Background: an optimization exercise with open tools, aiming at small area, a short achievable clock period and few clock cycles. Do not read the settings as production practice.
The clock input has no modelled driver; a real chip could not lean on it and would need a root buffer or a full tree.

## rev 12
==> module ULA, before the edit <==
module ULA (
    input clk,
    input reset,
    input [3:0] seletor,
    output saida,
    output [18:0] rom_addr,
    input [7:0] rom_data,
    output reg [18:0] ram_wraddr,
    output reg [7:0] ram_data,
    output reg ram_wren,
    output reg done
);
    assign saida = 1'b0;
    wire [5:0] sel = {seletor[3],
                      ~seletor[2] & seletor[1] & seletor[0],
                      ~seletor[2] & ~seletor[1] & seletor[0],
                      ~seletor[2] & ~seletor[0],
                      seletor[1],
                      seletor[2:0] == 3'b100};
    reg f4, is_avg, is_dec, is_rep, zm, is_cp;
    reg start;
    always @(posedge clk) {f4, is_avg, is_dec, is_rep, zm, is_cp} <= sel;
    always @(posedge clk or negedge reset) begin
        if (!reset) start <= 1'b1;
        else start <= (sel != {f4, is_avg, is_dec, is_rep, zm, is_cp});
    end
    wire valid = is_avg | is_dec | is_rep | is_cp;
    reg [1:0] c0, c1;
    reg [7:0] col;
    reg [6:0] r;
    reg run;
    wire [1:0] lim0 = is_rep ? {f4, 1'b1} : 2'd0;
    wire [1:0] lim2 = is_rep ? {f4, 1'b1} : 2'd0;
    wire e0 = is_avg ? (r[0] & (~f4 | r[1])) : (c0 == 2'd0);
    wire e2 = (c1 == 2'd0);
    wire ex = (col == (is_dec ? (f4 ? 8'd156 : 8'd158) : 8'd159));
    wire ey = (r == (is_dec ? (f4 ? 7'd116 : 7'd118) : 7'd119));
    wire last = e0 & ex & e2 & ey;
    wire blk_end = e0 & col[0] & (~f4 | col[1]);
    wire [2:0] step = is_dec ? {f4, ~f4, 1'b0} : 3'd1;
    wire [7:0] col_p = col + step;
    wire [6:0] r_p = r + step;
    wire [6:0] r_top = {r[6:2], r[1] & ~f4, 1'b0};
    always @(posedge clk) begin
        if (start) begin
            c0 <= lim0; c1 <= lim2; col <= 0; r <= 0;
        end else begin
            if (!e0) begin
                c0 <= c0 - 1'b1;
                if (is_avg) r <= r_p;
            end else begin
                c0 <= lim0;
                if (!ex) begin
                    col <= col_p;
                    if (is_avg) r <= r_top;
                end else begin
                    col <= 0;
                    if (!e2) c1 <= c1 - 1'b1;
                    else begin
                        c1 <= lim2;
                        r <= r_p;
                    end
                end
            end
        end
    end
    reg [9:0] rh;
    reg [4:0] rl;
    assign rom_addr = {4'b0, rh, rl};
    always @(posedge clk) begin
        rh <= {r, 2'b00} + r + col[7:5];
        rl <= col[4:0];
    end
    reg v0, q0, v1, q1, v2, q2;
    always @(posedge clk) begin
        if (start) run <= valid;
        else if (last) run <= 1'b0;
        v0 <= run & ~start & (~is_avg | blk_end);
        q0 <= run & ~start;
        v1 <= v0 & ~start;
        q1 <= q0 & ~start;
        v2 <= v1 & ~start;
        q2 <= q1 & ~start;
    end
    always @(posedge clk or negedge reset) begin
        if (!reset) begin
            ram_wren <= 1'b0; done <= 1'b0;
        end else begin
            ram_wren <= v2 & ~start;
            done <= ~start & valid & ~run & ~v0 & ~v1 & ~v2;
        end
    end
    reg [7:0] rd;
    reg [3:0] ext;
    reg w;
    wire [11:0] nsum = (w ? 12'd0 : {ext, ram_data}) + rd;
    always @(posedge clk) begin
        rd <= rom_data;
        w <= v2;
        if (start) ram_wraddr <= {19{1'b1}};
        else ram_wraddr <= ram_wraddr + v2;
        ext <= q2 ? nsum[11:8] : 4'd0;
        if (!is_avg) ram_data <= rd;
        else if (!q2) ram_data <= 8'd0;
        else if (v2) ram_data <= f4 ? nsum[11:4] : nsum[9:2];
        else ram_data <= nsum[7:0];
    end
endmodule
==> flow/config.mk <==
export PLATFORM = sky130hd
export DESIGN_NAME = ULA
export DESIGN_NICKNAME = ULA
export VERILOG_FILES = /design/flow/design.v
export SDC_FILE = /design/flow/constraint.sdc
export NUM_CORES = 4
export LEC_CHECK = 0
export ABC_AREA = 1
export CAP_MARGIN = 20
export CORE_MARGIN = 2
export CORE_UTILIZATION = 40
export PLACE_DENSITY = 0.6
export SETUP_SLACK_MARGIN = 4.1
export SLEW_MARGIN = 20
==> flow/constraint.sdc <==
create_clock -name core_clock -period 6.0 [get_ports {clk}]
set_input_delay 1.2000 -clock core_clock [delete_from_list [all_inputs] [get_ports {clk}]]
set_output_delay 1.2000 -clock core_clock [all_outputs]
set_load 0.01 [all_outputs]
standard.sh (not shown) runs the stock make flow with config.mk's settings and CLKGATE_MAP_FILE= SYNTH_SCRIPT=/design/flow/synth_recipe.tcl, a recipe that flattens the netlist after the stock synthesis.
==> flow/flow/run.sh <==
#!/bin/bash
# Layout flow: the standard ORFS flow with three changes:
#  - synthesis maps adders through ABC like the rest of the logic instead of
#    extracting full/half adder cells first (ADDER_MAP_FILE empty);
#  - plain buf_2 cells as the port buffers instead of the delay buffers
#    buffer_ports picks by default;
#  - the clock tree is four clkbuf_16 cells driven by the clock port, each
#    driving the flip-flops nearest to it (flow/cts_hook.tcl replaces
#    TritonCTS's two-level H-tree).
set -euo pipefail
here=$(cd "$(dirname "$0")" && pwd)
CLKBUF_N=4 bash standard.sh \
  "ADDER_MAP_FILE=" \
  "BUFFER_PORTS_ARGS=-buffer_cell sky130_fd_sc_hd__buf_2" \
  "PRE_CTS_TCL=$here/cts_hook.tcl" \
  finish > orfs_make.log 2>&1
==> flow/flow/cts_hook.tcl <==
# Clock buffering in place of TritonCTS's H-tree: the clock port drives
# CLKBUF_N clkbuf_16 cells (1, 2 or 4), each placed at the centre of the
# flip-flops it drives; the flip-flops are split between them by position.
proc clock_tree_synthesis { args } {
  set nbuf 1
  if { [info exists ::env(CLKBUF_N)] } { set nbuf $::env(CLKBUF_N) }
  set block [ord::get_db_block]
  set clk_net [$block findNet clk]
  set master [[ord::get_db] findMaster sky130_fd_sc_hd__clkbuf_16]
  set sinks {}
  foreach it [$clk_net getITerms] {
    set loc [[$it getInst] getLocation]
    lappend sinks [list $it [lindex $loc 0] [lindex $loc 1]]
  }
  # split into groups: by x, then each half by y
  set groups [list $sinks]
  set axis 1
  while { [llength $groups] < $nbuf } {
    set ng {}
    foreach g $groups {
      set s [lsort -integer -index $axis $g]
      set h [expr {[llength $s] / 2}]
      lappend ng [lrange $s 0 [expr {$h - 1}]] [lrange $s $h end]
    }
    set groups $ng
    set axis [expr {3 - $axis}]
  }
  set i 0
  foreach g $groups {
    set buf [odb::dbInst_create $block $master clkbuf_root_$i]
    set net [odb::dbNet_create $block clknet_root_$i]
    $net setSigType CLOCK
    set sx 0; set sy 0
    foreach s $g {
      set it [lindex $s 0]
      $it disconnect
      $it connect $net
      set sx [expr {$sx + [lindex $s 1]}]; set sy [expr {$sy + [lindex $s 2]}]
    }
    [$buf findITerm A] connect $clk_net
    [$buf findITerm X] connect $net
    set n [llength $g]
    $buf setLocation [expr {$sx / $n}] [expr {$sy / $n}]
    $buf setPlacementStatus PLACED
    puts "clock buffer clkbuf_root_$i drives $n sinks"
    incr i
  }
  $clk_net setSigType CLOCK
}
Inputs modified between rev 12 and rev 13:
-- flow/design.v --
<<< rev 12, line 17
                      ~seletor[2] & ~seletor[0],
                      seletor[1],
                      seletor[2:0] == 3'b100};
    reg f4, is_avg, is_dec, is_rep, zm, is_cp;
    reg start;
>>> rev 13, line 17
                      ~seletor[2] & ~seletor[0],
                      seletor[1],
                      seletor == 4'b0100};
    reg f4, is_avg, is_dec, is_rep, zm, is_cp;
    reg start;
<<< rev 12, line 72
        rl <= col[4:0];
    end
    reg v0, q0, v1, q1, v2, q2;
    always @(posedge clk) begin
        if (start) run <= valid;
>>> rev 13, line 72
        rl <= col[4:0];
    end
    reg v0, q0, v1, q1, v2;
    always @(posedge clk) begin
        if (start) run <= valid;
<<< rev 12, line 81
        q1 <= q0 & ~start;
        v2 <= v1 & ~start;
        q2 <= q1 & ~start;
    end
    always @(posedge clk or negedge reset) begin
        if (!reset) begin
            ram_wren <= 1'b0; done <= 1'b0;
        end else begin
            ram_wren <= v2 & ~start;
            done <= ~start & valid & ~run & ~v0 & ~v1 & ~v2;
        end
    end
    reg [7:0] rd;
    reg [3:0] ext;
    reg w;
    wire [11:0] nsum = (w ? 12'd0 : {ext, ram_data}) + rd;
    always @(posedge clk) begin
        rd <= rom_data;
        w <= v2;
        if (start) ram_wraddr <= {19{1'b1}};
        else ram_wraddr <= ram_wraddr + v2;
        ext <= q2 ? nsum[11:8] : 4'd0;
        if (!is_avg) ram_data <= rd;
        else if (!q2) ram_data <= 8'd0;
        else if (v2) ram_data <= f4 ? nsum[11:4] : nsum[9:2];
        else ram_data <= nsum[7:0];
    end
endmodule
>>> rev 13, line 81
        q1 <= q0 & ~start;
        v2 <= v1 & ~start;
    end
    wire wr = is_avg ? v2 : v1;
    always @(posedge clk or negedge reset) begin
        if (!reset) begin
            ram_wren <= 1'b0; done <= 1'b0;
        end else begin
            ram_wren <= wr & ~start;
            done <= ~start & valid & ~run & ~v0 & ~v1 & ~v2;
        end
    end
    reg f1, f2;
    wire cy1 = wr & f1;
    wire cy2 = cy1 & f2;
    always @(posedge clk) begin
        if (start) begin
            ram_wraddr <= {19{1'b1}};
            f1 <= 1'b1; f2 <= 1'b1;
        end else begin
            ram_wraddr[5:0] <= ram_wraddr[5:0] + wr;
            ram_wraddr[11:6] <= ram_wraddr[11:6] + cy1;
            ram_wraddr[18:12] <= ram_wraddr[18:12] + cy2;
            f1 <= (ram_wraddr[5:0] == (wr ? 6'd62 : 6'd63));
            f2 <= (ram_wraddr[11:6] == (cy1 ? 6'd62 : 6'd63));
        end
    end
    reg [3:0] n0, n1, n2;
    reg k1, k2;
    wire [3:0] b0 = v2 ? 4'd0 : n0;
    wire [3:0] b1 = v2 ? 4'd0 : n1;
    wire [3:0] b2 = v2 ? 4'd0 : n2;
    wire ka = ~v2 & k1;
    wire kb = ~v2 & k2;
    wire [4:0] s0 = b0 + rom_data[3:0];
    wire [4:0] s1 = b1 + rom_data[7:4] + ka;
    wire [3:0] s2 = b2 + kb;
    wire [4:0] t1 = n1 + k1;
    wire [3:0] t2 = n2 + k2 + t1[4];
    always @(posedge clk) begin
        if (q1) begin
            n0 <= s0[3:0]; n1 <= s1[3:0]; n2 <= s2; k1 <= s0[4]; k2 <= s1[4];
        end else begin
            n0 <= 4'd0; n1 <= 4'd0; n2 <= 4'd0; k1 <= 1'b0; k2 <= 1'b0;
        end
        if (!is_avg) ram_data <= rom_data;
        else ram_data <= f4 ? {t2, t1[3:0]} : {t2[1:0], t1[3:0], n0[3:2]};
    end
endmodule
==> notes.md <==
Compared with rev 12, in rev 13 number of cells on the critical path moved up, flip-flop and latch count moved up. Die area went down by a few percent going from rev 12 to rev 13. Of rev 13 and rev 12, rev 12 shows the lower transition time at the pin with the least slew margin, with rev 13 above it. Of rev 13 and rev 12, the lower number of tap instances belongs to rev 13. Rev 13 vs rev 12 — placeable core area dropped by a few percent.
No run of this note included a check of the RTL's function; only the layout flow was run. In every run of this note, the design's own scripts or RTL, not TritonCTS, make the clock network.

==> what the ideal ports hide <==
How much do the figures lean on ideal ports? The routed layouts below were timed once more, with nothing changed but the port constraints. Step 1 (the two cells are an assumption about what drives the block):
set clk [get_ports {clk}]
set_driving_cell -lib_cell sky130_fd_sc_hd__clkbuf_16 $clk
set_driving_cell -lib_cell sky130_fd_sc_hd__buf_2 [delete_from_list [all_inputs] $clk]
Step 2 moves the port delays by t, midway between the first and last clock arrival at a register: inputs arrive t later, outputs are due t later. That takes back most of the time a late clock gives input paths. Three values: ideal, step 1, step 2; two values: the first two.
run	shift t [ns]	slack for setup (ns)	slew at the worst register clock pin (ns)	worst slew at a driven data input, ns	pins driven straight from the clock port
rev 12	0.238	4.116 / 4.035 / 4.085	0.10 / 0.10	0.04	4
rev 13	0.236	4.030 / 4.048 / 3.832	0.09 / 0.09	0.07	4
After both steps setup and hold are still met in every run listed. The setup slack of rev 13, which loses most, moves by +0.018 ns with the drivers and by -0.198 ns with both steps.
